Background: an optimization exercise with open tools, aiming at small area, a short achievable clock period and few clock cycles. Do not read the settings as production practice. Where RTL was checked, it was by simulation tests only, not by an equivalence proof against the original. Only the layout flow was run in run 1; the RTL was not checked for function there. Power figures rest on the tool's default switching activity, not on a simulated workload.

==> flow/design.v, too long to show whole: its modules and the start of the top module <==
// module modBigNumbers: 2097 lines
// module montInv: 15 lines
// module main: 175 lines
module main(input clk, input rst, input start, input [31:0] n, input [63:0] exponent,
    output ready, output done, output [31:0] prime1
    );
  // ...
==> flow/run.sh <==
#!/bin/bash
# synth_recipe.tcl (not shown) runs the flow's synth.tcl, then flattens the netlist and writes it again
# the make line also repeats each setting of config.mk as NAME=value (left out here)
make -C /OpenROAD-flow-scripts/flow DESIGN_CONFIG=/design/flow/config.mk WORK_HOME=/design/flow/orfs CLKGATE_MAP_FILE= SYNTH_SCRIPT=/design/flow/synth_recipe.tcl finish
==> flow/config.mk <==
export PLATFORM = sky130hd
export DESIGN_NAME = main
export DESIGN_NICKNAME = main
export VERILOG_FILES = /design/flow/design.v
export SDC_FILE = /design/flow/constraint.sdc
export NUM_CORES = 4
export LEC_CHECK = 0
export CAP_MARGIN = 20
export CORE_MARGIN = 2
export CORE_UTILIZATION = 40
export SETUP_SLACK_MARGIN = 4
export SLEW_MARGIN = 20
export SYNTH_MEMORY_MAX_BITS = 65536
==> flow/constraint.sdc <==
create_clock -name core_clock -period 8.0 [get_ports {clk}]
set_input_delay 1.6000 -clock core_clock [delete_from_list [all_inputs] [get_ports {clk}]]
set_output_delay 1.6000 -clock core_clock [all_outputs]
set_load 0.01 [all_outputs]
==> summary.json, run 1 <==
{
  "synth_adder_area_share": {"value": 18.92, "unit": "%"},
  "layout.comb_gates.multi_input": {"value": 2336},
  "grt_first_pass_wirelength": {"value": 170200, "unit": "um"},
  "wl_per_cell": {"value": 27.40, "unit": "um"},
  "powerSeq": {"value": 2320, "unit": "uW"},
  "arrival_time_at_the_worst_endpoint": {"value": 5.23, "unit": "ns"},
  "initial_utilization": {"value": 40.54, "unit": "%"},
  "height_of_the_die": {"value": 262.8, "unit": "um"},
  "nNonClkBuffers": {"value": 422},
  "crit_top_cell": {"value": "buf_6"},
  "tapcell.inserted": {"value": 864},
  "final.setup.worst_slack": {"value": 3.262, "unit": "ns"},
  "synth_xor_area_share": {"value": 4.375, "unit": "%"},
  "dr_wl_met3": {"value": 11830, "unit": "um"},
  "synth_seq_area_share": {"value": 25.36, "unit": "%"},
  "grt_use_met2": {"value": 49.39, "unit": "%"},
  "non_clock_inverter_count": {"value": 248},
  "detail_route.wirelength.met1": {"value": 46100, "unit": "um"},
  "critical-path-max-stage-delay": {"value": 0.43, "unit": "ns"},
  "largest-register": {"value": "er"},
  "setup.worst_path.class": {"value": "reg2reg"},
  "syn_area_per_cell": {"value": 8.641, "unit": "um2"},
  "synthDominantCellAreaShare": {"value": 15.58, "unit": "%"},
  "power_leakage": {"value": 0.01364, "unit": "uW"},
  "dpl.cell_count": {"value": 3899},
  "first_pass_iters": {"value": 8},
  "die_x": {"value": 262.8, "unit": "um"},
  "timing_worst_slew_pin_value": {"value": 1.138, "unit": "ns"},
  "cp.buffers_inverters": {"value": 9},
  "cts.htree.levels": {"value": 2},
  "crit_path_max_fanout": {"value": 5},
  "grtUsageMet3": {"value": 5.688, "unit": "%"},
  "largest_reg_flops": {"value": 64},
  "status": {"value": "finished clean"},
  "dp.final_hpwl": {"value": 70250, "unit": "um"},
  "layout.nets": {"value": 3694},
  "switchingPower": {"value": 4710, "unit": "uW"},
  "timing.hold.worst_path_depth": {"value": 2}
}
==> module main, before the edit <==
module main(input clk, input rst, input start, input [31:0] n, input [63:0] exponent,
    output ready, output done, output [31:0] prime1
    );
	localparam ITER = 4;
	localparam K    = 36 / ITER;      
	reg st_idle, st_norm, st_dbl, st_mul, st_conv, st_fin, st_gcd;
	reg        done_r;
	reg [31:0] a;         
	reg [63:0] er;        
	reg [6:0]  bl;        
	reg [6:0]  cnt;
	reg        first;     
	reg [33:0] v;
	reg [35:0] S, C;      
	reg [ITER-1:0] xb;    
	reg [ITER-1:0] xyl;   
	reg [ITER-1:0] u;     
	reg [33:0] n3;        
	assign ready  = st_idle;
	assign done   = done_r;
	assign prime1 = a;
	reg         cin;      
	wire [35:0] s_nx, c_nx;
	wire        cin_nx;
	modBigNumbers mont (.s(S), .c(C), .cin(cin), .x(xb), .y(v), .xyl(xyl), .u(u), .number(a), .n3(n3),
		.so(s_nx), .co(c_nx), .cout(cin_nx));
	wire [ITER-1:0] u_nx;
	montInv minv (.n(n[ITER-1:0]), .u(u_nx));
	wire        dbl_last = st_dbl & (cnt == 7'd0);
	wire [36:0] pa = st_conv ? {1'b0, S} :
	                 (st_fin | first) ? 37'd0 :
	                 st_gcd  ? {1'b0, S} :
	                 dbl_last ? {4'd0, a, 1'b0} : {2'b00, v, 1'b0};
	wire [36:0] pb = st_conv ? {1'b0, C} :
	                 st_fin  ? {1'b1, ~{2'b00, v}} :
	                 dbl_last ? {5'd0, a} : ~{5'd0, a};
	wire        pc = st_conv ? cin : !dbl_last;
	wire [37:0] sum2 = {pa, 1'b1} + {pb, pc};
	wire [36:0] sum  = sum2[37:1];
	wire        neg = sum[36];
	wire [33:0] v_dbl  = neg ? {v[32:0], 1'b0} : sum[33:0];
	wire [33:0] v_conv = er[63] ? {sum[32:0], 1'b0} : sum[33:0];
	wire        normdone = er[63] | (bl == 7'd5);
	wire [4:0]  P = er[63:59];
	wire [35:0] vpad = {2'b00, v};
	wire        b_eq_a = (S == {4'd0, a});
	reg  [31:0] mask;
	reg  [6:0]  cnt0;     
	integer     bi;
	always @(*) begin
		mask = 32'd0;
		cnt0 = 7'd36;
		for (bi = 0; bi < 32; bi = bi + 1)
			if (a[bi]) begin
				mask = {32{1'b1}} >> (31 - bi);
				cnt0 = 7'd35 - bi[6:0];
			end
	end
	wire [33:0] v_init = {2'b00, sum[31:0] & mask};
	wire        dbl_now = !first && cnt != 0;
	wire [6:0]  cnt_cur = first ? cnt0 : cnt;
	wire [ITER-1:0] xb_nx = st_conv ? v_conv[ITER-1:0] : st_mul ? vpad[ITER*(cnt+1) +: ITER] : v[ITER-1:0];
	wire [ITER-1:0] yl_nx = st_conv ? v_conv[ITER-1:0] : v[ITER-1:0];
	wire [ITER-1:0] xyl_nx = xb_nx * yl_nx;
	always @(posedge clk) begin
		xb  <= xb_nx;
		xyl <= xyl_nx;
		S   <= 36'd0;
		C   <= 36'd0;
		cin <= 1'b0;
		if (st_fin) S <= sum[35:0];       
		if (st_gcd) begin
			if (!S[0])
				S <= S[1] ? {1'b0, S[35:1]} : {2'b00, S[35:2]};
			else if (neg)                  
				S <= {4'd0, a};
			else
				S <= sum[1] ? sum[36:1] : {1'b0, sum[36:2]};
		end
		if (st_mul) begin
			S   <= s_nx;
			C   <= c_nx;
			cin <= cin_nx;
		end
		if (st_idle) begin
			a   <= n;
			u   <= u_nx;
			er  <= exponent;
			bl  <= 7'd64;
			first <= 1'b1;
		end
		if (st_norm) begin
			first <= 1'b0;
			if (first) begin
				v   <= v_init;
				cnt <= cnt0;
			end
			else if (cnt != 0) begin
				v   <= v_dbl;
				cnt <= cnt - 7'd1;
			end
			if (!normdone) begin
				er <= {er[62:0], 1'b0};
				bl <= bl - 7'd1;
			end
			else begin
				er  <= {er[58:0], 5'd0};
				bl  <= bl - 7'd5;
				cnt <= cnt_cur - {6'd0, dbl_now} + {2'b00, P};
			end
		end
		if (st_dbl) begin
			if (cnt != 0) begin
				v   <= v_dbl;
				cnt <= cnt - 7'd1;
			end
			else
				n3  <= sum[33:0];
		end
		if (st_mul) begin
			cnt <= cnt + 7'd1;
		end
		if (st_conv) begin
			v   <= v_conv;
			er  <= {er[62:0], 1'b0};
			bl  <= bl - 7'd1;
			cnt <= 7'd0;
		end
		if (st_gcd && S[0] && !b_eq_a && neg)
			a <= S[31:0];
		done_r <= 1'b0;
		if (rst) begin
			st_idle <= 1'b1;
			st_norm <= 1'b0;
			st_dbl  <= 1'b0;
			st_mul  <= 1'b0;
			st_conv <= 1'b0;
			st_fin  <= 1'b0;
			st_gcd  <= 1'b0;
		end
		else begin
			if (st_idle && start) begin
				st_idle <= 1'b0;
				st_norm <= 1'b1;
			end
			if (st_norm && normdone) begin
				st_norm <= 1'b0;
				st_dbl  <= 1'b1;
			end
			if (st_dbl && cnt == 0) begin
				st_dbl <= 1'b0;
				if (bl == 0) st_fin <= 1'b1;
				else         st_mul <= 1'b1;
			end
			if (st_mul && cnt == K - 1) begin
				st_mul  <= 1'b0;
				st_conv <= 1'b1;
			end
			if (st_conv) begin
				st_conv <= 1'b0;
				if (bl == 7'd1) st_fin <= 1'b1;
				else            st_mul <= 1'b1;
			end
			if (st_fin) begin
				st_fin <= 1'b0;
				st_gcd <= 1'b1;
			end
			if (st_gcd && S[0] && b_eq_a) begin
				st_gcd  <= 1'b0;
				st_idle <= 1'b1;
				done_r  <= 1'b1;
			end
		end
	end
endmodule
==> inputs of run 2 (changes only) <==
--- a/flow/design.v
+++ b/flow/design.v
@@ -2118,7 +2118,7 @@
     );
 	localparam ITER = 4;
 	localparam K    = 36 / ITER;      
-	reg st_idle, st_norm, st_dbl, st_mul, st_conv, st_fin, st_gcd;
+	reg st_idle, st_norm, st_dbl, st_n3, st_mul, st_conv, st_fin, st_gcd;
 	reg        done_r;
 	reg [31:0] a;         
 	reg [63:0] er;        
@@ -2141,22 +2141,21 @@
 		.so(s_nx), .co(c_nx), .cout(cin_nx));
 	wire [ITER-1:0] u_nx;
 	montInv minv (.n(n[ITER-1:0]), .u(u_nx));
-	wire        dbl_last = st_dbl & (cnt == 7'd0);
 	wire [36:0] pa = st_conv ? {1'b0, S} :
 	                 (st_fin | first) ? 37'd0 :
 	                 st_gcd  ? {1'b0, S} :
-	                 dbl_last ? {4'd0, a, 1'b0} : {2'b00, v, 1'b0};
+	                 st_n3   ? {4'd0, a, 1'b0} : {2'b00, v, 1'b0};
 	wire [36:0] pb = st_conv ? {1'b0, C} :
 	                 st_fin  ? {1'b1, ~{2'b00, v}} :
-	                 dbl_last ? {5'd0, a} : ~{5'd0, a};
-	wire        pc = st_conv ? cin : !dbl_last;
+	                 st_n3   ? {5'd0, a} : ~{5'd0, a};
+	wire        pc = st_conv ? cin : !st_n3;
 	wire [37:0] sum2 = {pa, 1'b1} + {pb, pc};
 	wire [36:0] sum  = sum2[37:1];
 	wire        neg = sum[36];
 	wire [33:0] v_dbl  = neg ? {v[32:0], 1'b0} : sum[33:0];
 	wire [33:0] v_conv = er[63] ? {sum[32:0], 1'b0} : sum[33:0];
-	wire        normdone = er[63] | (bl == 7'd5);
-	wire [4:0]  P = er[63:59];
+	wire        normdone = er[63] | (bl == 7'd4);
+	wire [3:0]  P = er[63:60];
 	wire [35:0] vpad = {2'b00, v};
 	wire        b_eq_a = (S == {4'd0, a});
 	reg  [31:0] mask;
@@ -2219,9 +2218,9 @@
 				bl <= bl - 7'd1;
 			end
 			else begin
-				er  <= {er[58:0], 5'd0};
-				bl  <= bl - 7'd5;
-				cnt <= cnt_cur - {6'd0, dbl_now} + {2'b00, P};
+				er  <= {er[59:0], 4'd0};
+				bl  <= bl - 7'd4;
+				cnt <= cnt_cur - {6'd0, dbl_now} + {3'b000, P};
 			end
 		end
 		if (st_dbl) begin
@@ -2229,9 +2228,9 @@
 				v   <= v_dbl;
 				cnt <= cnt - 7'd1;
 			end
-			else
-				n3  <= sum[33:0];
 		end
+		if (st_n3)
+			n3  <= sum[33:0];
 		if (st_mul) begin
 			cnt <= cnt + 7'd1;
 		end
@@ -2248,6 +2247,7 @@
 			st_idle <= 1'b1;
 			st_norm <= 1'b0;
 			st_dbl  <= 1'b0;
+			st_n3   <= 1'b0;
 			st_mul  <= 1'b0;
 			st_conv <= 1'b0;
 			st_fin  <= 1'b0;
@@ -2262,8 +2262,12 @@
 				st_norm <= 1'b0;
 				st_dbl  <= 1'b1;
 			end
-			if (st_dbl && cnt == 0) begin
+			if (st_dbl && cnt[6:1] == 6'd0) begin
 				st_dbl <= 1'b0;
+				st_n3  <= 1'b1;
+			end
+			if (st_n3) begin
+				st_n3  <= 1'b0;
 				if (bl == 0) st_fin <= 1'b1;
 				else         st_mul <= 1'b1;
 			end
--- a/flow/config.mk
+++ b/flow/config.mk
@@ -8,6 +8,6 @@
 export CAP_MARGIN = 20
 export CORE_MARGIN = 2
 export CORE_UTILIZATION = 40
-export SETUP_SLACK_MARGIN = 4
+export SETUP_SLACK_MARGIN = 3.5
 export SLEW_MARGIN = 20
 export SYNTH_MEMORY_MAX_BITS = 65536
==> summary.json, run 2 <==
{
  "largest-register": {"value": "er", "change": "unchanged"},
  "register_area": {"value": 6852, "unit": "um2", "change": "was 6845 um2"},
  "grt_max_degree": {"value": 84, "change": "was 79"},
  "grt-ovfl-total": {"value": 0, "change": "unchanged"},
  "drv_slew": {"value": 0, "change": "unchanged"},
  "clock_tree_from_tritoncts": {"value": "built", "change": "unchanged"},
  "synth_seq_area_share": {"value": 25.33, "unit": "%", "change": "was 25.36%"},
  "wl_per_cell": {"value": 26.43, "unit": "um", "change": "was 27.40 um"},
  "cts.htree.levels": {"value": 2, "change": "unchanged"},
  "largest_reg_flops": {"value": 64, "change": "unchanged"},
  "timing.critical_path.from_type": {"value": "flip-flop", "change": "unchanged"},
  "final.setup.worst_slack": {"value": 3.433, "unit": "ns", "change": "was 3.262 ns"},
  "crit_path_max_fanout": {"value": 19, "change": "was 5"},
  "synth-seq-cells": {"value": 271, "change": "was 270"},
  "layout_commonest_cell": {"value": "inv_1", "change": "was nand2_1"},
  "ir_worst_vdd": {"value": 0.1526, "unit": "mV", "change": "was 0.2071 mV"},
  "synth.area.top_cells": {"value": "edfxtp_1 (16%), fa_1 (15%), dfxtp_1 (9.8%)", "change": "unchanged"},
  "layout_common_cells": {"value": "inv_1 (243), a21oi_1 (239), nor2_1 (239), nand2_1 (229), fa_1 (204)", "change": "was nand2_1 (254), a21oi_1 (253), inv_1 (237), fa_1 (201), buf_4 (193)"},
  "biggestRegsByFlops": {"value": "er: 64 flops, S: 36 flops, C: 35 flops", "change": "unchanged"},
  "drc": {"value": 0, "change": "unchanged"},
  "syn2layout_area_growth": {"value": 17.84, "unit": "%", "change": "was 28.30%"},
  "syn-instance-count": {"value": 3127, "change": "was 3101"},
  "number_of_antenna_violations_at_the_first_check_in_global_routing": {"value": 3, "change": "was 2"},
  "setup_repair_after_global_routing_missed_its_margin": {"value": "true", "change": "unchanged"},
  "ys.flop_type": {"value": "edfxtp_1", "change": "unchanged"},
  "yosys.cell_types.count": {"value": 90, "change": "was 91"},
  "clkLatencyLatePin": {"value": 0.58, "unit": "ns", "change": "was 0.60 ns"},
  "design.die.area": {"value": 69360, "unit": "um2", "change": "was 69080 um2"},
  "maxCapViolCount": {"value": 0, "change": "unchanged"},
  "grt_first_pass_wirelength": {"value": 161600, "unit": "um", "change": "was 170200 um"},
  "synth_enable_flop_cells": {"value": 139, "change": "unchanged"},
  "crit_path_end_kind": {"value": "flip-flop", "change": "unchanged"},
  "synth_area": {"value": 26910, "unit": "um2", "change": "was 26800 um2"},
  "layout_fillers": {"value": 6352, "change": "was 6021"},
  "cell_rows": {"value": 95, "change": "was 94"},
  "syn_area_per_cell": {"value": 8.605, "unit": "um2", "change": "was 8.641 um2"},
  "status": {"value": "finished clean", "change": "unchanged"},
  "first_pass_iters": {"value": 7, "change": "was 8"},
  "timing_worst_slew_pin_value": {"value": 1.285, "unit": "ns", "change": "was 1.138 ns"},
  "worst_setup_hold_path_clk_slew": {"value": 0.06, "unit": "ns", "change": "about the same"},
  "hold_violations": {"value": 0, "change": "unchanged"},
  "arrival_time_at_the_worst_endpoint": {"value": 5.00, "unit": "ns", "change": "was 5.23 ns"},
  "num_vias": {"value": 26013, "change": "was 26851"},
  "initial_utilization": {"value": 40.21, "unit": "%", "change": "was 40.54%"},
  "dp.final_hpwl": {"value": 69210, "unit": "um", "change": "was 70250 um"},
  "post_placement_cell_area": {"value": 28820, "unit": "um2", "change": "was 28870 um2"},
  "drt_first_iter_violations": {"value": 3128, "change": "was 3265"},
  "ioPinCount": {"value": 133, "change": "unchanged"},
  "core": {"value": 66920, "unit": "um2", "change": "was 66100 um2"},
  "clock_sinks": {"value": 271, "change": "was 270"},
  "viasPerCell": {"value": 6.335, "change": "was 6.385"},
  "final.setup_skew": {"value": 0.03454, "unit": "ns", "change": "was 0.03484 ns"},
  "crit_required": {"value": 8.43, "unit": "ns", "change": "was 8.49 ns"},
  "layout.nets": {"value": 3581, "change": "was 3694"},
  "setup-violations-final": {"value": 0, "change": "unchanged"},
  "cts_hold_buf": {"value": 0, "change": "unchanged"},
  "fin_area": {"value": 31710, "unit": "um2", "change": "was 34380 um2"},
  "height_of_the_die": {"value": 263.4, "unit": "um", "change": "was 262.8 um"},
  "synth_async_reset_ratio": {"value": 0, "unit": "%", "change": "unchanged"},
  "worst_hold_path_type": {"value": "reg2reg", "change": "unchanged"},
  "clock_path_buffers": {"value": 3, "change": "unchanged"},
  "period_share": {"value": 57.09, "unit": "%", "change": "was 59.22%"},
  "setup.worst_path.class": {"value": "reg2reg", "change": "unchanged"},
  "drive_above_1_share": {"value": 12.23, "unit": "%", "change": "was 20.65%"},
  "die_x": {"value": 263.4, "unit": "um", "change": "was 262.8 um"},
  "netlist.top_cell.by_area": {"value": "edfxtp_1", "change": "unchanged"},
  "fin_util": {"value": 47.38, "unit": "%", "change": "was 52.01%"},
  "cts_buffers": {"value": 37, "change": "unchanged"},
  "buffer_ports.inserted": {"value": 132, "change": "unchanged"},
  "power_leakage": {"value": 0.01238, "unit": "uW", "change": "was 0.01364 uW"},
  "hold_slack": {"value": 0.5807, "unit": "ns", "change": "was 0.5417 ns"},
  "maxSlewHeadroom": {"value": 14.03, "unit": "%", "change": "was 23.45%"},
  "setup_tns": {"value": 0, "unit": "ns", "change": "unchanged"},
  "yosys-top-cells-count": {"value": "a21oi_1 (251), inv_1 (247), nor2_1 (246)", "change": "was a21oi_1 (294), nand2_1 (265), inv_1 (246)"},
  "wirelength": {"value": 108500, "unit": "um", "change": "was 115200 um"},
  "post_route_minimum_period": {"value": 4.567, "unit": "ns", "change": "was 4.738 ns"},
  "yosysWarnings": {"value": 3, "change": "unchanged"},
  "multiInputGateArea": {"value": 18760, "unit": "um2", "change": "was 19690 um2"},
  "routabilityCongestion": {"value": 1.028, "change": "was 0.9939"},
  "mappedNetlistNets": {"value": 3507, "change": "was 3480"},
  "synth_most_common_cell": {"value": "a21oi_1", "change": "unchanged"},
  "track_usage": {"value": 30.25, "unit": "%", "change": "was 32.15%"},
  "synthDominantCellAreaShare": {"value": 15.51, "unit": "%", "change": "was 15.58%"},
  "max_freq": {"value": 0.2189, "unit": "GHz", "change": "was 0.2111 GHz"},
  "clock_tree.root_cell": {"value": "clkbuf_16", "change": "unchanged"},
  "postRouteAntennaNets": {"value": 0, "change": "unchanged"},
  "grt_pass1_vias": {"value": 25681, "change": "was 26375"},
  "dpl_worst_slack": {"value": 2.414, "unit": "ns", "change": "was 1.636 ns"},
  "p_per_area": {"value": 297.0, "unit": "nW/um2", "change": "was 292.5 nW/um2"}
}
## run 2: logic make-up after synthesis
group / count (synthesis) / share of synthesized area, %
adder cells (fa/ha/maj): 282 / 18.85
multiplexers: 184 / 7.435
flip-flops: 271 / 25.33
XOR/XNOR: 128 / 4.301
AO/OA/AOI/OAI: 926 / 22.07
AND/OR/NAND/NOR: 834 / 14.78
buffers and inverters: 502 / 7.231
## run 2: final cells by class
| type | instances | area share, % |
|---|---|---|
| multi-input combinational | 2356 | 59.15 |
| sequential | 271 | 21.61 |
| timing repair buffer | 285 | 8.989 |
| tap | 873 | 3.445 |
| clock buffer | 51 | 3.247 |
| inverter | 249 | 3.007 |
| clock inverter | 17 | 0.5130 |
| antenna | 3 | 0.02368 |
| timing repair inverter | 1 | 0.01578 |
## run 2: metrics by stage
| stage | instances | total power (uW) |
|---|---|---|
| floorplan | 3127 | 5559 |
| global placement | 3921 | 7094 |
| detailed placement | 3921 | 7202 |
| CTS | 4038 | 9209 |
| global route | 4106 | 10120 |
| finish | 4106 | 9418 |
## run 2: worst max-delay path: stages, from the launching register on
cell and delay [ns]:
dfxtp_2 0.60, inv_1 0.18, ha_1 0.30, nand2_1 0.21, or2_2 0.32, nand2_1 0.78, nand2b_1 0.78, o21ai_0 0.49
and2_1 0.31, a2111oi_0 0.37, nor3_1 0.09
## run 2: path summary, 6_finish.rpt
kind / depth (start not counted) / start / end / slack, ns
worst max-delay path: 10 / cnt[0] / v[33] / 3.43
worst min-delay path: 1 / er[2] / er[3] / 0.58
worst max register to register: 10 / cnt[0] / v[33] / 3.43
worst min register to register: 1 / er[2] / er[3] / 0.58
## run 2: repair_timing
item | 4_1_cts | 5_1_grt
pin swaps | 14 | 20
setup buffers | 42 | 60
gates cloned | 7 | 5
gates resized for setup | 68 | 65
endpoints found under the setup margin | 187 | 138
## run 2: routing by layer
layer	global-route usage, %	up-vias	wire length, um
li1	-	11210	-
met1	40.07	12886	42910
met2	47.97	1581	48850
met3	5.369	336	10970
met4	14.46	0	5813
met5	0	-	0
## run 2: where the power goes
| part | switching [uW] | internal, uW | leakage (uW) | total (uW) |
|---|---|---|---|---|
| Combinational | 3130 | 2300 | 0.00935 | 5420 |
| Clock | 720 | 971 | 0.000582 | 1690 |
| Sequential | 621 | 1680 | 0.00245 | 2300 |
Testbench counts of run 2, summed over its fixed seeds: cycles 98,636.
==> inputs of run 3 (changes only) <==
--- a/flow/config.mk
+++ b/flow/config.mk
@@ -7,7 +7,7 @@
 export LEC_CHECK = 0
 export CAP_MARGIN = 20
 export CORE_MARGIN = 2
-export CORE_UTILIZATION = 40
+export CORE_UTILIZATION = 55
 export SETUP_SLACK_MARGIN = 3.5
 export SLEW_MARGIN = 20
 export SYNTH_MEMORY_MAX_BITS = 65536
==> summary.json, run 3 <==
{
  "power_frac_comb": {"value": 57.9, "unit": "%", "change": "was 57.6%"},
  "first_pass_iters": {"value": 7, "change": "unchanged"},
  "track_usage": {"value": 40.23, "unit": "%", "change": "was 30.25%"},
  "ioPinCount": {"value": 133, "change": "unchanged"},
  "wl_per_cell": {"value": 27.71, "unit": "um", "change": "was 26.43 um"},
  "timing.critical_path.from_type": {"value": "flip-flop", "change": "unchanged"},
  "grt-ovfl-total": {"value": 0, "change": "unchanged"},
  "n_antenna_cell": {"value": 0, "change": "was 3"},
  "worst_setup_hold_path_clk_slew": {"value": 0.06, "unit": "ns", "change": "about the same"},
  "layout_common_cells": {"value": "inv_1 (245), a21oi_1 (240), nor2_1 (238), nand2_1 (230), fa_1 (204)", "change": "was inv_1 (243), a21oi_1 (239), nor2_1 (239), nand2_1 (229), fa_1 (204)"},
  "layout_fillers": {"value": 4165, "change": "was 6352"},
  "hold_violations": {"value": 0, "change": "unchanged"},
  "number_of_antenna_violations_at_the_first_check_in_global_routing": {"value": 3, "change": "unchanged"},
  "crit_path_end_kind": {"value": "flip-flop", "change": "unchanged"},
  "final.setup.worst_slack": {"value": 3.603, "unit": "ns", "change": "was 3.433 ns"},
  "crit_path_max_fanout": {"value": 16, "change": "was 19"},
  "cts.htree.levels": {"value": 2, "change": "unchanged"},
  "wirelength": {"value": 106900, "unit": "um", "change": "was 108500 um"},
  "yosys.cell_types.count": {"value": 90, "change": "unchanged"},
  "dp.final_hpwl": {"value": 68130, "unit": "um", "change": "was 69210 um"},
  "setup_tns": {"value": 0, "unit": "ns", "change": "unchanged"},
  "syn2layout_area_growth": {"value": 16.54, "unit": "%", "change": "was 17.84%"},
  "synth-seq-cells": {"value": 271, "change": "unchanged"},
  "drive_above_1_share": {"value": 11.97, "unit": "%", "change": "was 12.23%"},
  "drv_slew": {"value": 0, "change": "unchanged"},
  "core": {"value": 48650, "unit": "um2", "change": "was 66920 um2"},
  "setup_repair_after_global_routing_missed_its_margin": {"value": "true", "change": "unchanged"},
  "sequentialPowerShare": {"value": 24.5, "unit": "%", "change": "about the same"},
  "grt_max_degree": {"value": 84, "change": "unchanged"},
  "synth_enable_flop_cells": {"value": 139, "change": "unchanged"},
  "clkLatencyLatePin": {"value": 0.57, "unit": "ns", "change": "was 0.58 ns"},
  "intPower": {"value": 4923, "unit": "uW", "change": "was 4950 uW"},
  "largest_reg_flops": {"value": 64, "change": "unchanged"},
  "syn_area_per_cell": {"value": 8.605, "unit": "um2", "change": "unchanged"},
  "synth_seq_area_share": {"value": 25.33, "unit": "%", "change": "unchanged"},
  "period_share": {"value": 54.96, "unit": "%", "change": "was 57.09%"},
  "arrival_time_at_the_worst_endpoint": {"value": 4.71, "unit": "ns", "change": "was 5.00 ns"},
  "clock_path_buffers": {"value": 3, "change": "unchanged"},
  "initial_utilization": {"value": 55.31, "unit": "%", "change": "was 40.21%"},
  "grt_pass1_vias": {"value": 24931, "change": "was 25681"},
  "layout.nets": {"value": 3589, "change": "was 3581"},
  "clock_tree.root_cell": {"value": "clkbuf_16", "change": "unchanged"},
  "drc": {"value": 0, "change": "unchanged"},
  "viasPerCell": {"value": 6.789, "change": "was 6.335"},
  "mappedNetlistNets": {"value": 3507, "change": "unchanged"},
  "drt_first_iter_violations": {"value": 3317, "change": "was 3128"},
  "p_per_area": {"value": 296.5, "unit": "nW/um2", "change": "was 297.0 nW/um2"},
  "yosysWarnings": {"value": 3, "change": "unchanged"},
  "post_route_minimum_period": {"value": 4.397, "unit": "ns", "change": "was 4.567 ns"},
  "design.die.area": {"value": 50710, "unit": "um2", "change": "was 69360 um2"},
  "crit_required": {"value": 8.31, "unit": "ns", "change": "was 8.43 ns"},
  "fin_util": {"value": 64.46, "unit": "%", "change": "was 47.38%"},
  "synth_async_reset_ratio": {"value": 0, "unit": "%", "change": "unchanged"},
  "setup-violations-final": {"value": 0, "change": "unchanged"},
  "cts_buffers": {"value": 35, "change": "was 37"},
  "power_leakage": {"value": 0.01239, "unit": "uW", "change": "was 0.01238 uW"},
  "status": {"value": "finished clean", "change": "unchanged"},
  "synthDominantCellAreaShare": {"value": 15.51, "unit": "%", "change": "unchanged"},
  "synth_area": {"value": 26910, "unit": "um2", "change": "unchanged"},
  "clock_sinks": {"value": 271, "change": "unchanged"},
  "timing_worst_slew_pin_value": {"value": 1.188, "unit": "ns", "change": "was 1.285 ns"},
  "ir_worst_vdd": {"value": 0.2034, "unit": "mV", "change": "was 0.1526 mV"},
  "grt_first_pass_wirelength": {"value": 154400, "unit": "um", "change": "was 161600 um"},
  "synth_most_common_cell": {"value": "a21oi_1", "change": "unchanged"},
  "buffer_ports.inserted": {"value": 132, "change": "unchanged"},
  "power.share.switching": {"value": 47.05, "unit": "%", "change": "was 47.44%"},
  "clkPwrFrac": {"value": 17.7, "unit": "%", "change": "was 18.0%"},
  "syn-instance-count": {"value": 3127, "change": "unchanged"},
  "cell_rows": {"value": 81, "change": "was 95"},
  "setup.worst_path.class": {"value": "reg2reg", "change": "unchanged"},
  "die_x": {"value": 225.2, "unit": "um", "change": "was 263.4 um"},
  "worst_hold_path_type": {"value": "reg2reg", "change": "unchanged"},
  "biggestRegsByFlops": {"value": "er: 64 flops, S: 36 flops, C: 35 flops", "change": "unchanged"},
  "instances_no_fill": {"value": 3856, "change": "was 4106"},
  "clock_tree_from_tritoncts": {"value": "built", "change": "unchanged"},
  "dpl.cell_count": {"value": 3673, "change": "was 3921"},
  "dpl_worst_slack": {"value": 2.267, "unit": "ns", "change": "was 2.414 ns"},
  "max_freq": {"value": 0.2274, "unit": "GHz", "change": "was 0.2189 GHz"},
  "maxCapViolCount": {"value": 0, "change": "unchanged"},
  "yosys-top-cells-count": {"value": "a21oi_1 (251), inv_1 (247), nor2_1 (246)", "change": "unchanged"},
  "num_vias": {"value": 26179, "change": "was 26013"},
  "postRouteAntennaNets": {"value": 0, "change": "unchanged"},
  "largest-register": {"value": "er", "change": "unchanged"},
  "routabilityCongestion": {"value": 0.9994, "change": "was 1.028"},
  "maxSlewHeadroom": {"value": 20.77, "unit": "%", "change": "was 14.03%"},
  "ys.flop_type": {"value": "edfxtp_1", "change": "unchanged"},
  "height_of_the_die": {"value": 225.2, "unit": "um", "change": "was 263.4 um"},
  "switchingPower": {"value": 4376, "unit": "uW", "change": "was 4468 uW"},
  "netlist.top_cell.by_area": {"value": "edfxtp_1", "change": "unchanged"},
  "final.setup_skew": {"value": 0.01741, "unit": "ns", "change": "was 0.03454 ns"},
  "layout_commonest_cell": {"value": "inv_1", "change": "unchanged"},
  "cts_hold_buf": {"value": 0, "change": "unchanged"},
  "synth.area.top_cells": {"value": "edfxtp_1 (16%), fa_1 (15%), dfxtp_1 (9.8%)", "change": "unchanged"}
}
run 3: critical path: stages, from the launching register on:
cell      delay [ns]
edfxtp_1        0.85
mux2i_1         0.18
a211oi_1        0.32
ha_1            0.39
a21oi_1         0.18
o21bai_1        0.09
a21oi_1         0.20
o21ai_1         0.20
o31ai_1         0.47
a21oi_4         0.10
xor2_1          0.18
buf_6           0.24
nand3_4         0.18
buf_16          0.25
mux2_2          0.29
run 3: metal layers:
layer | global-route usage [%] | part of all wire, % | vias to the layer above
li1 | - | - | 11223
met1 | 54.22 | 38 | 12712
met2 | 62.51 | 44 | 1807
met3 | 8.083 | 11 | 429
met4 | 18.46 | 6.3 | 8
met5 | 0 | 0.051 | -
run 3: per-stage QoR:
step	total power [uW]	area [um2]	hold slack, ns
after detailed placement	7112	28470	0.5132
after global placement	7014	28460	0.5072
final	9299	31360	0.5231
after floorplan	5559	26940	0.4848
after CTS	8867	30290	0.5268
after global routing	9954	31360	0.6024
run 3: area by class of cell:
type                            count  area [um2]  area share, %
Clock inverter                      7       90.09         0.2873
Tap cell                          622       778.2          2.482
Timing Repair Buffer              295        3002          9.572
Sequential cell                   271        6852          21.85
Multi-Input combinational cell   2357       18630          59.42
Clock buffer                       55        1054          3.360
Inverter                          249       949.7          3.028
run 3: power by group through the flow:
stage / combinational, uW / sequential, uW / clock (uW)
final: 5380 / 2280 / 1640
after global routing: 5980 / 2280 / 1690
after CTS: 4970 / 2250 / 1640
after detailed placement: 4820 / 2290 / 0
after global placement: 4730 / 2290 / 0
after floorplan: 3720 / 1840 / 0
run 3: final timing paths:
path              startpoint    end  slack (ns)  cells past startpoint
setup / recovery       a[24]  a[22]        3.60                     14
hold / removal         er[0]  er[0]        0.52                      2
setup reg to reg       a[24]  a[22]        3.60                     14
hold reg to reg        er[0]  er[0]        0.52                      2
run 3: logic make-up (layout without fill, tap and decap cells):
| group | after synthesis | in the layout | synth area share, % |
|---|---|---|---|
| compound gates | 926 | 926 | 22.07 |
| xor+xnor | 128 | 128 | 4.301 |
| fa+ha+maj | 282 | 282 | 18.85 |
| buf+inv | 502 | 606 | 7.231 |
| flops | 271 | 271 | 25.33 |
| mux | 184 | 184 | 7.435 |
| simple gates | 834 | 837 | 14.78 |
run 3: what timing repair did:
action / CTS / global route
pin swaps: 13 / 17
gates resized for setup: 74 / 61
setup buffers: 42 / 65
endpoints found under the setup margin: 189 / 133
gates cloned: 4 / 10
==> inputs of run 4 (changes only) <==
==> flow/flow/run.sh (new file) <==
#!/bin/bash
set -euo pipefail
export BUFFER_PORTS_ARGS="-buffer_cell sky130_fd_sc_hd__buf_1"
bash standard.sh > standard.log 2>&1
==> flow/standard.sh (new file) <==
#!/bin/bash
# synth_recipe.tcl (not shown) runs the flow's synth.tcl, then flattens the netlist and writes it again
# the make line also repeats each setting of config.mk as NAME=value (left out here)
make -C /OpenROAD-flow-scripts/flow DESIGN_CONFIG=/design/flow/config.mk WORK_HOME=/design/flow/orfs CLKGATE_MAP_FILE= SYNTH_SCRIPT=/design/flow/synth_recipe.tcl "${@:-finish}"
removed: flow/run.sh
==> summary.json, run 4 <==
{
  "layout_commonest_cell": {"value": "inv_1", "change": "unchanged"},
  "ys.flop_type": {"value": "edfxtp_1", "change": "unchanged"},
  "maxSlewHeadroom": {"value": 20.46, "unit": "%", "change": "was 20.77%"},
  "drt_first_iter_violations": {"value": 3121, "change": "was 3317"},
  "wl_per_cell": {"value": 26.50, "unit": "um", "change": "was 27.71 um"},
  "viasPerCell": {"value": 6.680, "change": "was 6.789"},
  "post_route_minimum_period": {"value": 4.495, "unit": "ns", "change": "was 4.397 ns"},
  "grt_first_pass_wirelength": {"value": 150700, "unit": "um", "change": "was 154400 um"},
  "largest_reg_flops": {"value": 64, "change": "unchanged"},
  "path_cells": {"value": "buf_16 > xnor2_1 > o21ai_0 > a21oi_1 > ha_2 > and3_4 > nor2b_1 > a221o_1 > or3_4 > o22ai_4 > a21oi_4 > xor2_1 > buf_4 > nand3_4 > buf_6 > nand2_8", "change": "was mux2i_1 > a211oi_1 > ha_1 > a21oi_1 > o21bai_1 > a21oi_1 > o21ai_1 > o31ai_1 > a21oi_4 > xor2_1 > buf_6 > nand3_4 > buf_16 > mux2_2"},
  "hold_slack": {"value": 0.5776, "unit": "ns", "change": "was 0.5231 ns"},
  "yosys.cell_types.count": {"value": 90, "change": "unchanged"},
  "intPower": {"value": 4870, "unit": "uW", "change": "was 4923 uW"},
  "design.die.area": {"value": 50710, "unit": "um2", "change": "unchanged"},
  "synth_most_common_cell": {"value": "a21oi_1", "change": "unchanged"},
  "syn2layout_area_growth": {"value": 12.48, "unit": "%", "change": "was 16.54%"},
  "drive_above_1_share": {"value": 11.62, "unit": "%", "change": "was 11.97%"},
  "crit_required": {"value": 8.24, "unit": "ns", "change": "was 8.31 ns"},
  "syn-instance-count": {"value": 3127, "change": "unchanged"},
  "synth_area": {"value": 26910, "unit": "um2", "change": "unchanged"},
  "yosys-top-cells-count": {"value": "a21oi_1 (251), inv_1 (247), nor2_1 (246)", "change": "unchanged"},
  "critical-path-max-stage-delay": {"value": 0.47, "unit": "ns", "change": "was 0.85 ns"},
  "grt-ovfl-total": {"value": 0, "change": "unchanged"},
  "first_pass_iters": {"value": 7, "change": "unchanged"},
  "fin_util": {"value": 62.22, "unit": "%", "change": "was 64.46%"},
  "ir_worst_vdd": {"value": 0.2057, "unit": "mV", "change": "was 0.2034 mV"},
  "power_leakage": {"value": 0.01191, "unit": "uW", "change": "was 0.01239 uW"},
  "cts.htree.levels": {"value": 2, "change": "unchanged"},
  "grt_pass1_vias": {"value": 24734, "change": "was 24931"},
  "initial_utilization": {"value": 55.31, "unit": "%", "change": "unchanged"},
  "core": {"value": 48650, "unit": "um2", "change": "unchanged"},
  "worst_setup_hold_path_clk_slew": {"value": 0.06, "unit": "ns", "change": "about the same"},
  "post_placement_cell_area": {"value": 27690, "unit": "um2", "change": "was 28470 um2"},
  "clock_sinks": {"value": 271, "change": "unchanged"},
  "arrival_time_at_the_worst_endpoint": {"value": 4.73, "unit": "ns", "change": "was 4.71 ns"},
  "setup_repair_after_global_routing_missed_its_margin": {"value": "true", "change": "unchanged"},
  "height_of_the_die": {"value": 225.2, "unit": "um", "change": "unchanged"},
  "mappedNetlistNets": {"value": 3507, "change": "unchanged"},
  "drc": {"value": 0, "change": "unchanged"},
  "netlist.top_cell.by_area": {"value": "edfxtp_1", "change": "unchanged"},
  "die_x": {"value": 225.2, "unit": "um", "change": "unchanged"},
  "synth.area.top_cells": {"value": "edfxtp_1 (16%), fa_1 (15%), dfxtp_1 (9.8%)", "change": "unchanged"},
  "ioPinCount": {"value": 133, "change": "unchanged"},
  "drv_slew": {"value": 0, "change": "unchanged"},
  "wirelength": {"value": 101600, "unit": "um", "change": "was 106900 um"},
  "biggestRegsByFlops": {"value": "er: 64 flops, S: 36 flops, C: 35 flops", "change": "unchanged"},
  "period_share": {"value": 56.19, "unit": "%", "change": "was 54.96%"},
  "crit_path_end_kind": {"value": "flip-flop", "change": "unchanged"},
  "clkLatencyLatePin": {"value": 0.57, "unit": "ns", "change": "about the same"},
  "synth_seq_area_share": {"value": 25.33, "unit": "%", "change": "unchanged"},
  "postRouteAntennaNets": {"value": 0, "change": "unchanged"},
  "status": {"value": "finished clean", "change": "unchanged"},
  "ff_to_ff_setup_slack": {"value": 3.50, "unit": "ns", "change": "was 3.60 ns"},
  "yosysWarnings": {"value": 3, "change": "unchanged"},
  "largest-register": {"value": "er", "change": "unchanged"},
  "switchingPower": {"value": 4350, "unit": "uW", "change": "was 4376 uW"},
  "cell_rows": {"value": 81, "change": "unchanged"},
  "syn_area_per_cell": {"value": 8.605, "unit": "um2", "change": "unchanged"},
  "num_vias": {"value": 25604, "change": "was 26179"},
  "power_frac_comb": {"value": 57.2, "unit": "%", "change": "was 57.9%"},
  "clkPwrFrac": {"value": 18.1, "unit": "%", "change": "was 17.7%"},
  "final.setup_skew": {"value": 0.02742, "unit": "ns", "change": "was 0.01741 ns"},
  "maxCapViolCount": {"value": 0, "change": "unchanged"},
  "layout.nets": {"value": 3564, "change": "was 3589"},
  "synth_async_reset_ratio": {"value": 0, "unit": "%", "change": "unchanged"},
  "setup.worst_path.class": {"value": "reg2reg", "change": "unchanged"},
  "synth-seq-cells": {"value": 271, "change": "unchanged"},
  "number_of_antenna_violations_at_the_first_check_in_global_routing": {"value": 0, "change": "was 3"},
  "cts_buffers": {"value": 35, "change": "unchanged"},
  "synth_enable_flop_cells": {"value": 139, "change": "unchanged"},
  "hold_violations": {"value": 0, "change": "unchanged"},
  "p_per_area": {"value": 304.6, "unit": "nW/um2", "change": "was 296.5 nW/um2"},
  "synthDominantCellAreaShare": {"value": 15.51, "unit": "%", "change": "unchanged"},
  "clock_tree_from_tritoncts": {"value": "built", "change": "unchanged"},
  "dp.final_hpwl": {"value": 67750, "unit": "um", "change": "was 68130 um"},
  "track_usage": {"value": 39.05, "unit": "%", "change": "was 40.23%"},
  "worst_hold_path_type": {"value": "reg2reg", "change": "unchanged"},
  "power.share.switching": {"value": 47.18, "unit": "%", "change": "was 47.05%"},
  "buffer_ports.inserted": {"value": 132, "change": "unchanged"},
  "routabilityCongestion": {"value": 0.9745, "change": "was 0.9994"},
  "timing.critical_path.from_type": {"value": "flip-flop", "change": "unchanged"},
  "setup_tns": {"value": 0, "unit": "ns", "change": "unchanged"},
  "critical_path.slowest_cell": {"value": "dfxtp_4", "change": "was edfxtp_1"},
  "timing_worst_slew_pin_value": {"value": 1.192, "unit": "ns", "change": "was 1.188 ns"},
  "max_freq": {"value": 0.2225, "unit": "GHz", "change": "was 0.2274 GHz"},
  "setup-violations-final": {"value": 0, "change": "unchanged"},
  "sequentialPowerShare": {"value": 24.7, "unit": "%", "change": "was 24.5%"},
  "crit_path_max_fanout": {"value": 31, "change": "was 16"},
  "layout_common_cells": {"value": "inv_1 (246), nor2_1 (239), a21oi_1 (237), nand2_1 (229), fa_1 (204)", "change": "was inv_1 (245), a21oi_1 (240), nor2_1 (238), nand2_1 (230), fa_1 (204)"},
  "clock_path_buffers": {"value": 3, "change": "unchanged"},
  "fin_area": {"value": 30270, "unit": "um2", "change": "was 31360 um2"},
  "grt_max_degree": {"value": 72, "change": "was 84"},
  "clock_tree.root_cell": {"value": "clkbuf_16", "change": "unchanged"}
}
## run 4: cell counts after synthesis
No cell type changed its count.
## run 4: routing by layer
metal / wire [um] / part of all wire [%] / vias up / GRT usage [%]
li1: - / - / 11180 / -
met1: 40820 / 40 / 12630 / 52.82
met2: 46130 / 45 / 1488 / 61.99
met3: 9904 / 9.8 / 306 / 6.480
met4: 4727 / 4.7 / 0 / 16.81
met5: 0 / 0 / - / 0
## run 4: worst paths after layout
kind | to | from | depth (start not counted)
worst max-delay path | a[7] | st_n3 | 16
worst min-delay path | er[0] | er[0] | 2
worst max register to register | a[7] | st_n3 | 16
worst min register to register | er[0] | er[0] | 2
## run 4: critical path, delay by kind of cell, from the launching register on
family	cells	cell delay, ns
buffers and inverters	3	0.77
AOI/OAI and AO/OA	5	1.04
adders and majority gates	1	0.36
xor gates and xnor gates	2	0.32
DFF	1	0.47
and+or+nand+nor	5	1.14
## run 4: logic make-up (layout without fill, tap and decap cells)
group | Yosys count | in the layout | synth area share, %
mux | 184 | 184 | 7.435
buf+inv | 502 | 582 | 7.231
simple gates | 834 | 836 | 14.78
flops | 271 | 271 | 25.33
compound gates | 926 | 926 | 22.07
fa+ha+maj | 282 | 282 | 18.85
other cells | 0 | 1 | 0
xor+xnor | 128 | 129 | 4.301
## run 4: final cells by class
| cell class | count | area, um2 |
|---|---|---|
| antenna | 1 | 2.502 |
| clock buffer | 46 | 989.7 |
| clock inverter | 17 | 180.2 |
| fill | 4298 | 18380 |
| inverter | 249 | 945.9 |
| multi-input combinational | 2357 | 18670 |
| sequential | 271 | 6850 |
| tap | 622 | 778.2 |
| timing repair buffer | 270 | 1847 |
## run 4: repair_timing
item                                    4_1_cts  5_1_grt
hold buffers                                  0        0
endpoints found under the setup margin      182      126
pin swaps                                    14       23
cloned                                        3        4
gates resized for setup                      62       71
setup buffers                                35       49
## run 4: power by group through the flow
stage	logic, uW	registers, uW	clock network [uW]
floorplan	3720	1840	0
detailed placement	4820	2290	0
global placement	4710	2290	0
finish	5270	2280	1670
global route	5860	2290	1720
CTS	5030	2250	1670
## run 4: stage by stage
stage          setup WS (ns)  cells  total power, uW
2_1_floorplan          3.530   3127             5559
3_3_place_gp           2.434   3678             6992
3_5_place_dp           2.322   3678             7110
4_1_cts                3.493   3779             8953
5_1_grt                3.439   3832             9876
6_report               3.505   3833             9220
==> inputs of run 5 (changes only) <==
--- a/flow/config.mk
+++ b/flow/config.mk
@@ -8,6 +8,6 @@
 export CAP_MARGIN = 20
 export CORE_MARGIN = 2
 export CORE_UTILIZATION = 55
-export SETUP_SLACK_MARGIN = 3.5
+export SETUP_SLACK_MARGIN = 4
 export SLEW_MARGIN = 20
 export SYNTH_MEMORY_MAX_BITS = 65536
==> summary.json, run 5 <==
{
  "status": {"value": "finished clean", "change": "unchanged"},
  "period_share": {"value": 55.14, "unit": "%", "change": "was 56.19%"},
  "largest-register": {"value": "er", "change": "unchanged"},
  "clock_sinks": {"value": 271, "change": "unchanged"},
  "regToRegStartpoint": {"value": "v[16]", "change": "was st_n3"},
  "cts.htree.levels": {"value": 2, "change": "unchanged"},
  "worstHoldStart": {"value": "er[0]", "change": "unchanged"},
  "ioPinCount": {"value": 133, "change": "unchanged"},
  "worst_hold_path_type": {"value": "reg2reg", "change": "unchanged"},
  "grt-ovfl-total": {"value": 0, "change": "unchanged"},
  "final.setup_skew": {"value": 0.02132, "unit": "ns", "change": "was 0.02742 ns"},
  "synth_enable_flop_cells": {"value": 139, "change": "unchanged"},
  "wl_per_cell": {"value": 29.08, "unit": "um", "change": "was 26.50 um"},
  "yosys.cell_types.count": {"value": 90, "change": "unchanged"},
  "layout.nets": {"value": 3758, "change": "was 3564"},
  "clock_path_buffers": {"value": 3, "change": "unchanged"},
  "biggestRegsByFlops": {"value": "er: 64 flops, S: 36 flops, C: 35 flops", "change": "unchanged"},
  "grt_first_pass_wirelength": {"value": 167600, "unit": "um", "change": "was 150700 um"},
  "clock_tree_from_tritoncts": {"value": "built", "change": "unchanged"},
  "netlist.top_cell.by_area": {"value": "edfxtp_1", "change": "unchanged"},
  "drive_above_1_share": {"value": 22.05, "unit": "%", "change": "was 11.62%"},
  "largest_reg_flops": {"value": 64, "change": "unchanged"},
  "hold_slack": {"value": 0.5343, "unit": "ns", "change": "was 0.5776 ns"},
  "setup_tns": {"value": 0, "unit": "ns", "change": "unchanged"},
  "report.power.total": {"value": 10530, "unit": "uW", "change": "was 9220 uW"},
  "initial_utilization": {"value": 55.31, "unit": "%", "change": "unchanged"},
  "layout_common_cells": {"value": "inv_1 (240), nor2_1 (232), nand2_1 (221), a21oi_1 (218), buf_4 (217)", "change": "was inv_1 (246), nor2_1 (239), a21oi_1 (237), nand2_1 (229), fa_1 (204)"},
  "synth_area": {"value": 26910, "unit": "um2", "change": "unchanged"},
  "ys.flop_type": {"value": "edfxtp_1", "change": "unchanged"},
  "crit_required": {"value": 8.46, "unit": "ns", "change": "was 8.24 ns"},
  "worst_setup_hold_path_clk_slew": {"value": 0.06, "unit": "ns", "change": "about the same"},
  "path_cells": {"value": "mux2i_1 > a211oi_2 > ha_2 > a21oi_2 > o21ai_2 > or2_4 > or3_4 > o22ai_4 > a21oi_4 > buf_12 > xnor2_4 > buf_12 > buf_8 > buf_12 > buf_16 > mux2_2 > a221oi_2 > a21oi_1", "change": "was buf_16 > xnor2_1 > o21ai_0 > a21oi_1 > ha_2 > and3_4 > nor2b_1 > a221o_1 > or3_4 > o22ai_4 > a21oi_4 > xor2_1 > buf_4 > nand3_4 > buf_6 > nand2_8"},
  "ir_worst_vdd": {"value": 0.2290, "unit": "mV", "change": "was 0.2057 mV"},
  "cell_rows": {"value": 81, "change": "unchanged"},
  "wirelength": {"value": 117200, "unit": "um", "change": "was 101600 um"},
  "syn2layout_area_growth": {"value": 27.40, "unit": "%", "change": "was 12.48%"},
  "maxCapViolCount": {"value": 0, "change": "unchanged"},
  "critical_path.slowest_cell": {"value": "dfxtp_1", "change": "was dfxtp_4"},
  "timing_worst_slew_pin_value": {"value": 1.250, "unit": "ns", "change": "was 1.192 ns"},
  "grt_max_degree": {"value": 73, "change": "was 72"},
  "dp.final_hpwl": {"value": 66980, "unit": "um", "change": "was 67750 um"},
  "arrival_time_at_the_worst_endpoint": {"value": 4.87, "unit": "ns", "change": "was 4.73 ns"},
  "cp.buffers_inverters": {"value": 5, "change": "was 3"},
  "grt_pass1_vias": {"value": 26455, "change": "was 24734"},
  "yosys-top-cells-count": {"value": "a21oi_1 (251), inv_1 (247), nor2_1 (246)", "change": "unchanged"},
  "crit_path_end_kind": {"value": "flip-flop", "change": "unchanged"},
  "track_usage": {"value": 44.36, "unit": "%", "change": "was 39.05%"},
  "synthDominantCellAreaShare": {"value": 15.51, "unit": "%", "change": "unchanged"},
  "post_route_minimum_period": {"value": 4.411, "unit": "ns", "change": "was 4.495 ns"},
  "routabilityCongestion": {"value": 0.9975, "change": "was 0.9745"},
  "viasPerCell": {"value": 6.876, "change": "was 6.680"},
  "core": {"value": 48650, "unit": "um2", "change": "unchanged"},
  "number_of_antenna_violations_at_the_first_check_in_global_routing": {"value": 5, "change": "was 0"},
  "synth-seq-cells": {"value": 271, "change": "unchanged"},
  "synth.area.top_cells": {"value": "edfxtp_1 (16%), fa_1 (15%), dfxtp_1 (9.8%)", "change": "unchanged"},
  "first_pass_iters": {"value": 6, "change": "was 7"},
  "mappedNetlistNets": {"value": 3507, "change": "unchanged"},
  "timing.critical_path.from_type": {"value": "flip-flop", "change": "unchanged"},
  "layout_commonest_cell": {"value": "inv_1", "change": "unchanged"},
  "crit_path_max_fanout": {"value": 9, "change": "was 31"},
  "hold_violations": {"value": 0, "change": "unchanged"},
  "syn_area_per_cell": {"value": 8.605, "unit": "um2", "change": "unchanged"},
  "clkLatencyLatePin": {"value": 0.58, "unit": "ns", "change": "was 0.57 ns"},
  "syn-instance-count": {"value": 3127, "change": "unchanged"},
  "clock_tree.root_cell": {"value": "clkbuf_16", "change": "unchanged"},
  "setup-violations-final": {"value": 0, "change": "unchanged"},
  "drc": {"value": 0, "change": "unchanged"},
  "critical-path-top-delay-family": {"value": "compound AO/OA/AOI/OAI gates", "change": "was simple AND/OR/NAND/NOR gates"},
  "crit_start": {"value": "v[16]", "change": "was st_n3"},
  "cts_buffers": {"value": 36, "change": "was 35"},
  "critical-path-max-stage-delay": {"value": 0.65, "unit": "ns", "change": "was 0.47 ns"},
  "synth_seq_area_share": {"value": 25.33, "unit": "%", "change": "unchanged"},
  "die_x": {"value": 225.2, "unit": "um", "change": "unchanged"},
  "synth_most_common_cell": {"value": "a21oi_1", "change": "unchanged"},
  "p_per_area": {"value": 307.1, "unit": "nW/um2", "change": "was 304.6 nW/um2"},
  "crit_top_cell": {"value": "buf_12"},
  "buffer_ports.inserted": {"value": 132, "change": "unchanged"},
  "maxSlewHeadroom": {"value": 16.69, "unit": "%", "change": "was 20.46%"},
  "yosysWarnings": {"value": 3, "change": "unchanged"},
  "design.die.area": {"value": 50710, "unit": "um2", "change": "unchanged"},
  "synth_async_reset_ratio": {"value": 0, "unit": "%", "change": "unchanged"},
  "power_leakage": {"value": 0.01358, "unit": "uW", "change": "was 0.01191 uW"},
  "drt_first_iter_violations": {"value": 3894, "change": "was 3121"},
  "postRouteAntennaNets": {"value": 0, "change": "unchanged"},
  "setup.worst_path.class": {"value": "reg2reg", "change": "unchanged"},
  "height_of_the_die": {"value": 225.2, "unit": "um", "change": "unchanged"},
  "max_freq": {"value": 0.2267, "unit": "GHz", "change": "was 0.2225 GHz"},
  "num_vias": {"value": 27702, "change": "was 25604"},
  "drv_slew": {"value": 0, "change": "unchanged"},
  "setup_repair_after_global_routing_missed_its_margin": {"value": "true", "change": "unchanged"}
}
## run 5: area by class of cell
class                           count  area [um2]
Clock inverter                     18       186.4
Timing Repair Buffer              462        4390
Clock buffer                       48        1017
Fill cell                        3799       14370
Inverter                          249       944.7
Multi-Input combinational cell   2358       20100
Sequential cell                   271        6865
Antenna cell                        1       2.502
Tap cell                          622       778.2
## run 5: kinds of logic (layout without fill, tap and decap cells)
| logic type | after synthesis | count (layout) | synth area share, % |
|---|---|---|---|
| DFF | 271 | 271 | 25.33 |
| xor gates and xnor gates | 128 | 128 | 4.301 |
| AOI/OAI and AO/OA | 926 | 926 | 22.07 |
| buffers and inverters | 502 | 777 | 7.231 |
| muxes | 184 | 184 | 7.435 |
| and+or+nand+nor | 834 | 838 | 14.78 |
| other | 0 | 1 | 0 |
| adders and majority gates | 282 | 282 | 18.85 |
## run 5: worst paths after layout
kind / endpoint / slack [ns] / depth (start not counted)
worst min register to register: er[0] / 0.53 / 2
worst max register to register: v[16] / 3.59 / 18
worst max-delay path: v[16] / 3.59 / 18
worst min-delay path: er[0] / 0.53 / 2
## run 5: layer usage
| layer | part of all wire, % | up-vias | track usage (%) | routed length [um] |
|---|---|---|---|---|
| li1 | - | 11577 | - | - |
| met1 | 36 | 13436 | 57.40 | 42330 |
| met2 | 43 | 2101 | 65.95 | 49900 |
| met3 | 14 | 582 | 13.13 | 16230 |
| met4 | 7.4 | 6 | 25.89 | 8640 |
| met5 | 0.067 | - | 0 | 78 |
## run 5: worst reg2reg max path, cell delays in order (launching register included)
cell      delay, ns
dfxtp_1        0.65
mux2i_1        0.18
a211oi_2       0.28
ha_2           0.32
a21oi_2        0.19
o21ai_2        0.12
or2_4          0.28
or3_4          0.39
o22ai_4        0.28
a21oi_4        0.10
buf_12         0.15
xnor2_4        0.18
buf_12         0.15
buf_8          0.13
buf_12         0.11
buf_16         0.13
mux2_2         0.34
a221oi_2       0.24
a21oi_1        0.08
## run 5: through the flow
| stage | cells | utilization, % | worst slack, ns | area [um2] |
|---|---|---|---|---|
| 6_report | 4029 | 70.47 | 3.589 | 34280 |
| 3_5_place_dp | 3668 | 56.98 | 2.325 | 27720 |
| 4_1_cts | 3938 | 66.57 | 3.790 | 32380 |
| 5_1_grt | 4028 | 70.47 | 3.434 | 34280 |
| 2_1_floorplan | 3127 | - | 3.851 | 27150 |
| 3_3_place_gp | 3668 | 56.96 | 2.481 | 27710 |
## run 5: where the power goes
group / internal (uW) / leakage (uW) / switching (uW)
clock network: 998 / 0.000589 / 733
logic: 2880 / 0.0105 / 3660
registers: 1680 / 0.00245 / 567
total: 5560 / 0.0136 / 4970
## run 5: timing repair
item                       CTS  global route
gates cloned                28             6
pin swaps                  104           117
resized for setup          291           190
hold buffers                 0             0
setup endpoints to repair  205           150
buffers inserted           176            84
==> inputs of run 6 (changes only) <==
--- a/flow/design.v
+++ b/flow/design.v
@@ -2153,7 +2153,7 @@
 	wire [36:0] sum  = sum2[37:1];
 	wire        neg = sum[36];
 	wire [33:0] v_dbl  = neg ? {v[32:0], 1'b0} : sum[33:0];
-	wire [33:0] v_conv = er[63] ? {sum[32:0], 1'b0} : sum[33:0];
+	wire [33:0] v_conv = er[59] ? {sum[32:0], 1'b0} : sum[33:0];
 	wire        normdone = er[63] | (bl == 7'd4);
 	wire [3:0]  P = er[63:60];
 	wire [35:0] vpad = {2'b00, v};
@@ -2218,7 +2218,6 @@
 				bl <= bl - 7'd1;
 			end
 			else begin
-				er  <= {er[59:0], 4'd0};
 				bl  <= bl - 7'd4;
 				cnt <= cnt_cur - {6'd0, dbl_now} + {3'b000, P};
 			end
--- a/flow/config.mk
+++ b/flow/config.mk
@@ -8,6 +8,6 @@
 export CAP_MARGIN = 20
 export CORE_MARGIN = 2
 export CORE_UTILIZATION = 55
-export SETUP_SLACK_MARGIN = 4
+export SETUP_SLACK_MARGIN = 3.0
 export SLEW_MARGIN = 20
 export SYNTH_MEMORY_MAX_BITS = 65536
==> summary.json, run 6 <==
{
  "status": {"value": "finished clean", "change": "unchanged"},
  "yosys-top-cells-count": {"value": "nor2_1 (315), nand2_1 (257), inv_1 (247)", "change": "was a21oi_1 (251), inv_1 (247), nor2_1 (246)"},
  "r2r_cells": {"value": 14, "change": "was 18"},
  "mappedNetlistNets": {"value": 3520, "change": "was 3507"},
  "clock_path_buffers": {"value": 3, "change": "unchanged"},
  "hold_violations": {"value": 0, "change": "unchanged"},
  "switchingPower": {"value": 6488, "unit": "uW", "change": "was 4965 uW"},
  "power.share.switching": {"value": 51.09, "unit": "%", "change": "was 47.17%"},
  "syn2layout_area_growth": {"value": 9.613, "unit": "%", "change": "was 27.40%"},
  "syn-instance-count": {"value": 3140, "change": "was 3127"},
  "routabilityCongestion": {"value": 1.002, "change": "was 0.9975"},
  "largest-register": {"value": "er", "change": "unchanged"},
  "grt_first_pass_wirelength": {"value": 148300, "unit": "um", "change": "was 167600 um"},
  "synth_seq_area_share": {"value": 23.53, "unit": "%", "change": "was 25.33%"},
  "synth-seq-cells": {"value": 271, "change": "unchanged"},
  "setup-violations-final": {"value": 0, "change": "unchanged"},
  "setup_tns": {"value": 0, "unit": "ns", "change": "unchanged"},
  "cts.htree.levels": {"value": 2, "change": "unchanged"},
  "synth_enable_flop_cells": {"value": 76, "change": "was 139"},
  "worstHoldStart": {"value": "er[40]", "change": "was er[0]"},
  "arrival_time_at_the_worst_endpoint": {"value": 5.43, "unit": "ns", "change": "was 4.87 ns"},
  "critical_path.slowest_cell": {"value": "xnor2_1", "change": "was dfxtp_1"},
  "n_antenna_cell": {"value": 0, "change": "was 1"},
  "timing_worst_slew_pin_value": {"value": 1.230, "unit": "ns", "change": "was 1.250 ns"},
  "final.setup_skew": {"value": 0.02162, "unit": "ns", "change": "was 0.02132 ns"},
  "post_route_minimum_period": {"value": 4.934, "unit": "ns", "change": "was 4.411 ns"},
  "synthDominantCellAreaShare": {"value": 15.69, "unit": "%", "change": "was 15.51%"},
  "drc": {"value": 0, "change": "unchanged"},
  "layout_commonest_cell": {"value": "nor2_1", "change": "was inv_1"},
  "die_x": {"value": 222.6, "unit": "um", "change": "was 225.2 um"},
  "intPower": {"value": 6210, "unit": "uW", "change": "was 5562 uW"},
  "ioPinCount": {"value": 133, "change": "unchanged"},
  "layout.nets": {"value": 3529, "change": "was 3758"},
  "clock_tree_from_tritoncts": {"value": "built", "change": "unchanged"},
  "drv_slew": {"value": 0, "change": "unchanged"},
  "clkPwrFrac": {"value": 13.1, "unit": "%", "change": "was 16.5%"},
  "setup_repair_after_global_routing_missed_its_margin": {"value": "true", "change": "unchanged"},
  "ir_worst_vdd": {"value": 0.3272, "unit": "mV", "change": "was 0.2290 mV"},
  "grt-ovfl-total": {"value": 0, "change": "unchanged"},
  "netlist.top_cell.by_area": {"value": "fa_1", "change": "was edfxtp_1"},
  "wl_per_cell": {"value": 25.93, "unit": "um", "change": "was 29.08 um"},
  "biggestRegsByFlops": {"value": "er: 64 flops, S: 36 flops, C: 35 flops", "change": "unchanged"},
  "core": {"value": 47450, "unit": "um2", "change": "was 48650 um2"},
  "synth_most_common_cell": {"value": "nor2_1", "change": "was a21oi_1"},
  "number_of_antenna_violations_at_the_first_check_in_global_routing": {"value": 2, "change": "was 5"},
  "clkLatencyLatePin": {"value": 0.58, "unit": "ns", "change": "about the same"},
  "p_per_area": {"value": 440.6, "unit": "nW/um2", "change": "was 307.1 nW/um2"},
  "max_freq": {"value": 0.2027, "unit": "GHz", "change": "was 0.2267 GHz"},
  "power_frac_comb": {"value": 68.5, "unit": "%", "change": "was 62.2%"},
  "crit_path_end_kind": {"value": "flip-flop", "change": "unchanged"},
  "cp.buffers_inverters": {"value": 1, "change": "was 5"},
  "timing.critical_path.from_type": {"value": "flip-flop", "change": "unchanged"},
  "yosys.cell_types.count": {"value": 83, "change": "was 90"},
  "ys.flop_type": {"value": "dfxtp_1", "change": "was edfxtp_1"},
  "worst_setup_hold_path_clk_slew": {"value": 0.06, "unit": "ns", "change": "about the same"},
  "initial_utilization": {"value": 55.41, "unit": "%", "change": "was 55.31%"},
  "period_share": {"value": 61.68, "unit": "%", "change": "was 55.14%"},
  "crit_path_max_fanout": {"value": 41, "change": "was 9"},
  "clock_tree.root_cell": {"value": "clkbuf_16", "change": "unchanged"},
  "path_cells": {"value": "buf_4 > nand2_1 > o21ai_0 > a21oi_1 > ha_1 > nand4_1 > nor4_1 > nand3_1 > a21oi_1 > nor3_1 > xnor2_1 > nand2_1 > a311o_1 > a2bb2oi_1", "change": "was mux2i_1 > a211oi_2 > ha_2 > a21oi_2 > o21ai_2 > or2_4 > or3_4 > o22ai_4 > a21oi_4 > buf_12 > xnor2_4 > buf_12 > buf_8 > buf_12 > buf_16 > mux2_2 > a221oi_2 > a21oi_1"},
  "setup.worst_path.class": {"value": "reg2reg", "change": "unchanged"},
  "crit_start": {"value": "st_fin", "change": "was v[16]"},
  "first_pass_iters": {"value": 6, "change": "unchanged"},
  "synth_area": {"value": 26290, "unit": "um2", "change": "was 26910 um2"},
  "critical-path-top-delay-family": {"value": "simple AND/OR/NAND/NOR gates", "change": "was compound AO/OA/AOI/OAI gates"},
  "largest_reg_flops": {"value": 64, "change": "unchanged"},
  "layout_common_cells": {"value": "nor2_1 (311), nand2_1 (253), inv_1 (247), a21oi_1 (235), o21ai_0 (215)", "change": "was inv_1 (240), nor2_1 (232), nand2_1 (221), a21oi_1 (218), buf_4 (217)"},
  "clock_sinks": {"value": 271, "change": "unchanged"},
  "grt_pass1_vias": {"value": 24255, "change": "was 26455"},
  "dp.final_hpwl": {"value": 66910, "unit": "um", "change": "was 66980 um"},
  "yosysWarnings": {"value": 3, "change": "unchanged"},
  "wirelength": {"value": 98260, "unit": "um", "change": "was 117200 um"},
  "postRouteAntennaNets": {"value": 0, "change": "unchanged"},
  "syn_area_per_cell": {"value": 8.373, "unit": "um2", "change": "was 8.605 um2"},
  "critical-path-max-stage-delay": {"value": 0.81, "unit": "ns", "change": "was 0.65 ns"},
  "power_leakage": {"value": 0.01180, "unit": "uW", "change": "was 0.01358 uW"},
  "cts_buffers": {"value": 34, "change": "was 36"},
  "grt_max_degree": {"value": 131, "change": "was 73"},
  "track_usage": {"value": 39.22, "unit": "%", "change": "was 44.36%"},
  "maxCapViolCount": {"value": 0, "change": "unchanged"},
  "buffer_ports.inserted": {"value": 132, "change": "unchanged"},
  "design.die.area": {"value": 49570, "unit": "um2", "change": "was 50710 um2"},
  "drt_first_iter_violations": {"value": 2755, "change": "was 3894"},
  "crit_required": {"value": 8.50, "unit": "ns", "change": "was 8.46 ns"},
  "critical_path_depth": {"value": 14, "change": "was 18"},
  "regToRegStartpoint": {"value": "st_fin", "change": "was v[16]"},
  "viasPerCell": {"value": 6.473, "change": "was 6.876"},
  "maxSlewHeadroom": {"value": 16.99, "unit": "%", "change": "was 16.69%"},
  "worst_hold_path_type": {"value": "reg2reg", "change": "unchanged"},
  "synth.area.top_cells": {"value": "fa_1 (16%), dfxtp_1 (15%), edfxtp_1 (8.7%)", "change": "was edfxtp_1 (16%), fa_1 (15%), dfxtp_1 (9.8%)"},
  "drive_above_1_share": {"value": 7.782, "unit": "%", "change": "was 22.05%"},
  "report.power.total": {"value": 12700, "unit": "uW", "change": "was 10530 uW"},
  "synth_async_reset_ratio": {"value": 0, "unit": "%", "change": "unchanged"},
  "cell_rows": {"value": 80, "change": "was 81"},
  "sequentialPowerShare": {"value": 18.4, "unit": "%", "change": "was 21.3%"},
  "height_of_the_die": {"value": 222.6, "unit": "um", "change": "was 225.2 um"},
  "timing.hold.worst_path_depth": {"value": 2, "change": "unchanged"},
  "num_vias": {"value": 24527, "change": "was 27702"}
}
-- run 6: cell types whose count changed after synthesis, sizes merged, moves of 16 or more --
cell,previous run,this run
xor2,44,28
nand2,237,257
nor2,246,315
o21ai,183,227
o22ai,143,18
o2bb2ai,33,1
xnor2,83,99
dfxtp,132,195
mux2i,120,190
edfxtp,139,76
-- run 6: metrics by stage --
stage	hold slack (ns)	std cells	utilization [%]	area (um2)	setup WS, ns
3_5_place_dp	0.4778	3683	56.89	26990	1.863
4_1_cts	0.4846	3755	59.77	28360	2.937
5_1_grt	0.4955	3789	60.74	28820	2.981
3_3_place_gp	0.4688	3683	56.89	26990	2.036
2_1_floorplan	0.4650	3140	-	26300	3.148
6_report	0.4838	3789	60.74	28820	3.066
-- run 6: what timing repair did --
item	CTS	global route
buffers inserted	8	32
resized for setup	25	36
setup endpoints to repair	167	137
pin swaps	2	3
gates cloned	3	2
hold buffers	0	0
-- run 6: tightest hold or removal path: stages (launching register included) --
cell     delay (ns)
dfxtp_1        0.31
nor2_1         0.09
a21oi_1        0.04
-- run 6: worst paths after layout --
path	to	slack, ns
setup / recovery	S[29]	3.07
hold / removal	er[41]	0.48
setup reg to reg	S[29]	3.07
hold reg to reg	er[41]	0.48
-- run 6: final cells by class --
type	instances	area, um2
fill	4284	18630
multi-input combinational	2379	18480
sequential	271	6213
timing repair buffer	213	1247
clock buffer	48	983.4
inverter	250	944.7
tap	615	769.5
clock inverter	13	178.9
-- run 6: cell families after synthesis --
family | Yosys count | share of synthesized area (%)
compound gates | 788 | 18.81
xor+xnor | 127 | 4.302
simple gates | 928 | 16.53
fa+ha+maj | 283 | 19.33
mux | 249 | 10.15
buf+inv | 494 | 7.348
flops | 271 | 23.53
-- run 6: power by group through the flow --
stage	Clock, uW	Sequential [uW]	Combinational (uW)
final	1660	2340	8690
after global placement	0	2340	8180
after global routing	1730	2350	9890
after detailed placement	0	2350	8370
after CTS	1680	2320	8520
after floorplan	0	1820	6340
-- run 6: metal layers --
metal	part of all wire, %	wire [um]	vias to the layer above	global-route usage (%)
li1	-	-	10837	-
met1	40	39290	12029	51.92
met2	45	44530	1364	62.16
met3	9.7	9531	293	7.921
met4	5.0	4876	4	17.62
met5	0.027	27	-	0
Testbench counts of run 6, summed over its fixed seeds: cycles 98,636.

## what the ideal ports hide
Ports are ideal in the flow. The routed layouts listed here were re-timed in OpenROAD. Step 1 sets driving cells, clkbuf_16 on the clock port and buf_2 on the other inputs (assumed; they add their load-dependent delay and slew). Step 2 also shifts input and output timing later by t, the mid clock arrival at the registers, as if the neighbouring blocks saw the same clock. Slacks: ideal ports / drivers / drivers and shift; pairs: ideal ports / drivers.
run	shift t [ns]	slack for setup (ns)
run 1	0.653	3.262 / 3.262 / 3.262
run 2	0.634	3.433 / 3.433 / 3.433
run 3	0.622	3.603 / 3.603 / 3.603
run 4	0.615	3.505 / 3.505 / 3.505
run 5	0.633	3.589 / 3.589 / 3.589
run 6	0.634	3.066 / 3.066 / 3.066
After both steps every run listed still meets setup and hold.
